This is an optimization exercise on Yosys and OpenROAD, whose aim is small area and a short achievable clock period, not a production implementation.
Function was checked by simulation only, so behaviour that the tests miss may differ from the original.

Design n_bit_array_mul, start of the top module:
module n_bit_array_mul
#(
    parameter N = 32
)
(
    input[N-1:0] data_in,
    input clk, clr_n, load_a, load_b,
    output [2*N-1:0] product,
    output done
);
==> flow/config.mk <==
export PLATFORM = sky130hd
export DESIGN_NAME = n_bit_array_mul
export DESIGN_NICKNAME = n_bit_array_mul
export VERILOG_FILES = /design/flow/design.v
export SDC_FILE = /design/flow/constraint.sdc
export NUM_CORES = 4
export LEC_CHECK = 0
export CAP_MARGIN = 20
export CORE_MARGIN = 2
export CORE_UTILIZATION = 50
export SLEW_MARGIN = 20
export SYNTH_HIERARCHICAL = 1
==> flow/constraint.sdc <==
create_clock -name core_clock -period 38.0 [get_ports {clk}]
set_input_delay 7.6000 -clock core_clock [delete_from_list [all_inputs] [get_ports {clk}]]
set_output_delay 7.6000 -clock core_clock [all_outputs]
set_load 0.01 [all_outputs]
standard.sh (not shown) runs the stock make flow with config.mk's settings and CLKGATE_MAP_FILE= SYNTH_SCRIPT=/design/flow/synth_recipe.tcl, a recipe that flattens the netlist after the stock synthesis.
==> flow/flow/run.sh <==
#!/bin/bash
# Layout flow: the standard flow (standard.sh: the standard synthesis and
# the ORFS steps, unchanged) with these layout choices of its own:
#  1. the buffers that placement puts on every port are buf_2 cells instead
#     of the delay-cell buffers that buffer_ports picks by default;
#  2. after global placement (flow/resize.tcl): cells that synthesis sized up
#     but that drive at most two loads (and the Booth encoder cells) go back
#     to their _1 size, and the port
#     buffers of load_a, load_b and clr_n (large fanout) become buf_8;
#  3. after the placement resizer (flow/resize2.tcl): the buffers of the
#     clr_n tree that drive more than 16 loads become buf_16.
#  4. clock tree synthesis runs with its usual options plus
#     -dont_use_dummy_load (no extra load cells on the clock tree).
# Each step's full output goes to a log file of its own in this folder; ORFS
# also keeps its per-step logs under orfs/logs/.
set -euo pipefail
R=$PWD/orfs/results/$FLOW_PLATFORM/n_bit_array_mul/base
export BUFFER_PORTS_ARGS="-buffer_cell sky130_fd_sc_hd__buf_2"
export CTS_ARGS="-sink_clustering_enable -repair_clock_nets -dont_use_dummy_load -sink_clustering_size 32 -sink_clustering_max_diameter 120"
bash standard.sh $R/3_3_place_gp.odb > flow_1_to_global_place.log 2>&1
RESIZE_ODB=$R/3_3_place_gp.odb openroad -no_init -exit flow/resize.tcl > flow_2_resize.log 2>&1
bash standard.sh $R/3_4_place_resized.odb > flow_3_place_resize.log 2>&1
RESIZE_ODB=$R/3_4_place_resized.odb openroad -no_init -exit flow/resize2.tcl > flow_4_resize_clear.log 2>&1
bash standard.sh > flow_5_finish.log 2>&1
Other scripts of this flow, unchanged in this note and not shown: flow/flow/resize.tcl, flow/flow/resize2.tcl
The first run finished with timing, DRC and antenna clean.
Rerun with:
--- a/flow/flow/run.sh
+++ b/flow/flow/run.sh
@@ -17,5 +17,5 @@
 R=$PWD/orfs/results/$FLOW_PLATFORM/n_bit_array_mul/base
 export BUFFER_PORTS_ARGS="-buffer_cell sky130_fd_sc_hd__buf_2"
-export CTS_ARGS="-sink_clustering_enable -repair_clock_nets -dont_use_dummy_load -sink_clustering_size 32 -sink_clustering_max_diameter 120"
+export CTS_ARGS="-sink_clustering_enable -repair_clock_nets -dont_use_dummy_load"
 bash standard.sh $R/3_3_place_gp.odb > flow_1_to_global_place.log 2>&1
 RESIZE_ODB=$R/3_3_place_gp.odb openroad -no_init -exit flow/resize.tcl > flow_2_resize.log 2>&1
Settings changed: CORE_UTILIZATION 50 to 70.
What happened: The new run produced a clean layout; clock-buffer cell count stays the same; setup slack improves by 0.041 ns; via count increases by a few percent; die area decreases by a quarter to a third; design area falls slightly; clock skew barely changes; sequential cell count stays the same; global-route usage is higher by 11 points; first-iteration DRC count goes up by a quarter to a third.
Rerun with:
Settings changed: CORE_UTILIZATION 70 to 80.
What happened:
- The changed run passed the timing, DRC and antenna checks
- die area came out lower by 12%
- synthesized area stays the same
- critical path depth is unchanged
- global-route usage came out higher by 5.6 points

v5:
n_bit_array_mul again, from the RTL that the note above started with.
Settings: LEC_CHECK=0, CAP_MARGIN=20, CORE_MARGIN=2, CORE_UTILIZATION=50, SLEW_MARGIN=20, SYNTH_HIERARCHICAL=1; clock period 38.0 ns.
==> flow/flow/run.sh <==
#!/bin/bash
# Layout flow: the standard flow (standard.sh: the standard synthesis and
# the ORFS steps, unchanged) with these layout choices of its own:
#  1. the buffers that placement puts on every port are buf_2 cells instead
#     of the delay-cell buffers that buffer_ports picks by default;
#  2. after global placement (flow/resize.tcl): cells that synthesis sized up
#     but that drive at most two loads go back to their _1 size, and the port
#     buffers of load_a, load_b and clr_n (large fanout) become buf_8;
#  3. after the placement resizer (flow/resize2.tcl): the buffers of the
#     clr_n tree that drive more than 16 loads become buf_16.
#  4. clock tree synthesis runs with its usual options plus
#     -dont_use_dummy_load (no extra load cells on the clock tree).
# Each step's full output goes to a log file of its own in this folder; ORFS
# also keeps its per-step logs under orfs/logs/.
set -euo pipefail
R=$PWD/orfs/results/$FLOW_PLATFORM/n_bit_array_mul/base
export BUFFER_PORTS_ARGS="-buffer_cell sky130_fd_sc_hd__buf_2"
export CTS_ARGS="-sink_clustering_enable -repair_clock_nets -dont_use_dummy_load"
bash standard.sh $R/3_3_place_gp.odb > flow_1_to_global_place.log 2>&1
RESIZE_ODB=$R/3_3_place_gp.odb openroad -no_init -exit flow/resize.tcl > flow_2_resize.log 2>&1
bash standard.sh $R/3_4_place_resized.odb > flow_3_place_resize.log 2>&1
RESIZE_ODB=$R/3_4_place_resized.odb openroad -no_init -exit flow/resize2.tcl > flow_4_resize_clear.log 2>&1
bash standard.sh > flow_5_finish.log 2>&1
==> flow/flow/resize.tcl <==
# Layout choices applied to the global placement result, before the
# placement resizer (repair_design) and detailed placement:
#  - cells that synthesis sized up but that drive at most two loads are set
#    back to their _1 size (same function, same pins);
#  - the port buffers of load_a, load_b and clr_n, which fan out to many
#    registers, are made buf_8.
set odb $::env(RESIZE_ODB)
read_db $odb
set db [ord::get_db]
set block [ord::get_db_block]
set small [dict create \
  sky130_fd_sc_hd__a21oi_2 sky130_fd_sc_hd__a21oi_1 \
  sky130_fd_sc_hd__mux2_4 sky130_fd_sc_hd__mux2_1 \
  sky130_fd_sc_hd__mux2_2 sky130_fd_sc_hd__mux2_1]
set n 0
foreach inst [$block getInsts] {
  set m [[$inst getMaster] getName]
  if {![dict exists $small $m]} { continue }
  set fo 0
  foreach it [$inst getITerms] {
    if {[$it isOutputSignal]} {
      set net [$it getNet]
      if {$net ne "NULL"} {
        set fo [expr {[llength [$net getITerms]] - 1 + [llength [$net getBTerms]]}]
      }
    }
  }
  if {$fo <= 2} {
    $inst swapMaster [$db findMaster [dict get $small $m]]
    incr n
  }
}
puts "resized $n cells down"
set big [$db findMaster sky130_fd_sc_hd__buf_8]
foreach p {load_a load_b clr_n} {
  set net [[$block findBTerm $p] getNet]
  foreach it [$net getITerms] {
    set inst [$it getInst]
    if {[string match "sky130_fd_sc_hd__buf_*" [[$inst getMaster] getName]]} {
      puts "port $p: [$inst getName] [[$inst getMaster] getName] -> sky130_fd_sc_hd__buf_8"
      $inst swapMaster $big
    }
  }
}
write_db $odb
Other scripts of this flow, unchanged in this note and not shown: flow/flow/resize2.tcl
v5 closes out successfully: all stages finished, all timing, DRC and antenna checks passed.
The inputs of v42 differ from those of v5 as listed below.
Settings: SLEW_MARGIN now 0, was 20; CAP_MARGIN now 0, was 20.
diff --git a/flow/flow/run.sh b/flow/flow/run.sh
--- a/flow/flow/run.sh
+++ b/flow/flow/run.sh
@@ -7 +7,2 @@
-#     but that drive at most two loads go back to their _1 size, and the port
+#     but that drive at most two loads (and the Booth encoder cells) go back
+#     to their _1 size, and the port
diff --git a/flow/flow/resize.tcl b/flow/flow/resize.tcl
--- a/flow/flow/resize.tcl
+++ b/flow/flow/resize.tcl
@@ -3,2 +3,3 @@
-#  - cells that synthesis sized up but that drive at most two loads are set
-#    back to their _1 size (same function, same pins);
+#  - cells that synthesis sized up but that drive at most two loads, and the
+#    Booth encoder cells whatever their load, are set back to their _1 size
+#    (same function, same pins);
@@ -14 +15,10 @@
-  sky130_fd_sc_hd__mux2_2 sky130_fd_sc_hd__mux2_1]
+  sky130_fd_sc_hd__mux2_2 sky130_fd_sc_hd__mux2_1 \
+  sky130_fd_sc_hd__xor2_2 sky130_fd_sc_hd__xor2_1 \
+  sky130_fd_sc_hd__xor2_4 sky130_fd_sc_hd__xor2_1 \
+  sky130_fd_sc_hd__o22ai_2 sky130_fd_sc_hd__o22ai_1 \
+  sky130_fd_sc_hd__o22ai_4 sky130_fd_sc_hd__o22ai_1 \
+  sky130_fd_sc_hd__nor2b_4 sky130_fd_sc_hd__nor2b_1]
+# cells that go back to _1 whatever their fanout: the placement resizer
+# buffers their nets as needed
+set always [list sky130_fd_sc_hd__xor2_2 sky130_fd_sc_hd__xor2_4 \
+  sky130_fd_sc_hd__o22ai_2 sky130_fd_sc_hd__o22ai_4 sky130_fd_sc_hd__nor2b_4]
@@ -28 +38 @@
-  if {$fo <= 2} {
+  if {$fo <= 2 || [lsearch $always $m] >= 0} {
## What came out
The final reports for v42 and v5 show relative slew slack higher in the former. [v42 vs v5] number of DRC violations after detailed-routing iteration 0: lower in v42. v42 vs. v5: port buffer count roughly the same. v5 -> v42: portion of the layout cell area used by non-clock buffers flat. [v42 vs v5] insertion delay of the later-clocked pin in the worst-skew pair: lower in v42. v42 vs v5: global-route wire length before repair down slightly. The via count of the routed design on v5 is in line with that on v42.
Relative to v42, the following input files were edited for v22:
Settings: swapping 0 for 20 in CAP_MARGIN; swapping 0 for 20 in SLEW_MARGIN.
==> run notes <==
For pre-CTS worst setup slack, v22 and v42 come out practically identical.
Changes observed in v22 relative to v42: met1 wire length picked up an extra about 0.56%, cell count has remained practically unchanged, final worst-path setup slack shows no meaningful change, register fraction of the total cell area has remained practically unchanged.

-- afterwards: timing with drivers on the ports --
The flow's constraints put no driver on any port. The routed layouts listed below were extracted and timed again, unchanged, in two steps.
Step 1 sets driving cells, clkbuf_16 on the clock port and buf_2 on the other inputs (assumed; they add their load-dependent delay and slew).
Step 2 moves the port delays by t, midway between the first and last clock arrival at a register: inputs arrive t later, outputs are due t later. That takes back most of the time a late clock gives input paths.
Slacks: ideal ports / drivers / drivers and shift; pairs: ideal ports / drivers.
run | t, ns | setup WS [ns] | worst setup path at the end | worst data-port slew with drivers (ns)
the first run of note 1 | 0.544 | 29.379 / 29.315 / 29.275 | input to register | 0.09
the second run of note 1 | 0.521 | 29.420 / 29.363 / 29.300 | input to register | 0.09
the third run of note 1 | 0.504 | 29.419 / 29.360 / 29.534 | input to register | 0.09
v5 | 0.552 | 29.371 / 29.306 / 29.280 | input to register | 0.09
v42 | 0.540 | 29.382 / 29.320 / 29.280 | input to register | 0.09
v22 | 0.544 | 29.379 / 29.315 / 29.275 | input to register | 0.09
After both steps setup and hold are still met in every run listed. For the second run of note 1, which loses most, drivers alone change the setup slack by -0.057 ns; drivers and shift together by -0.120 ns.
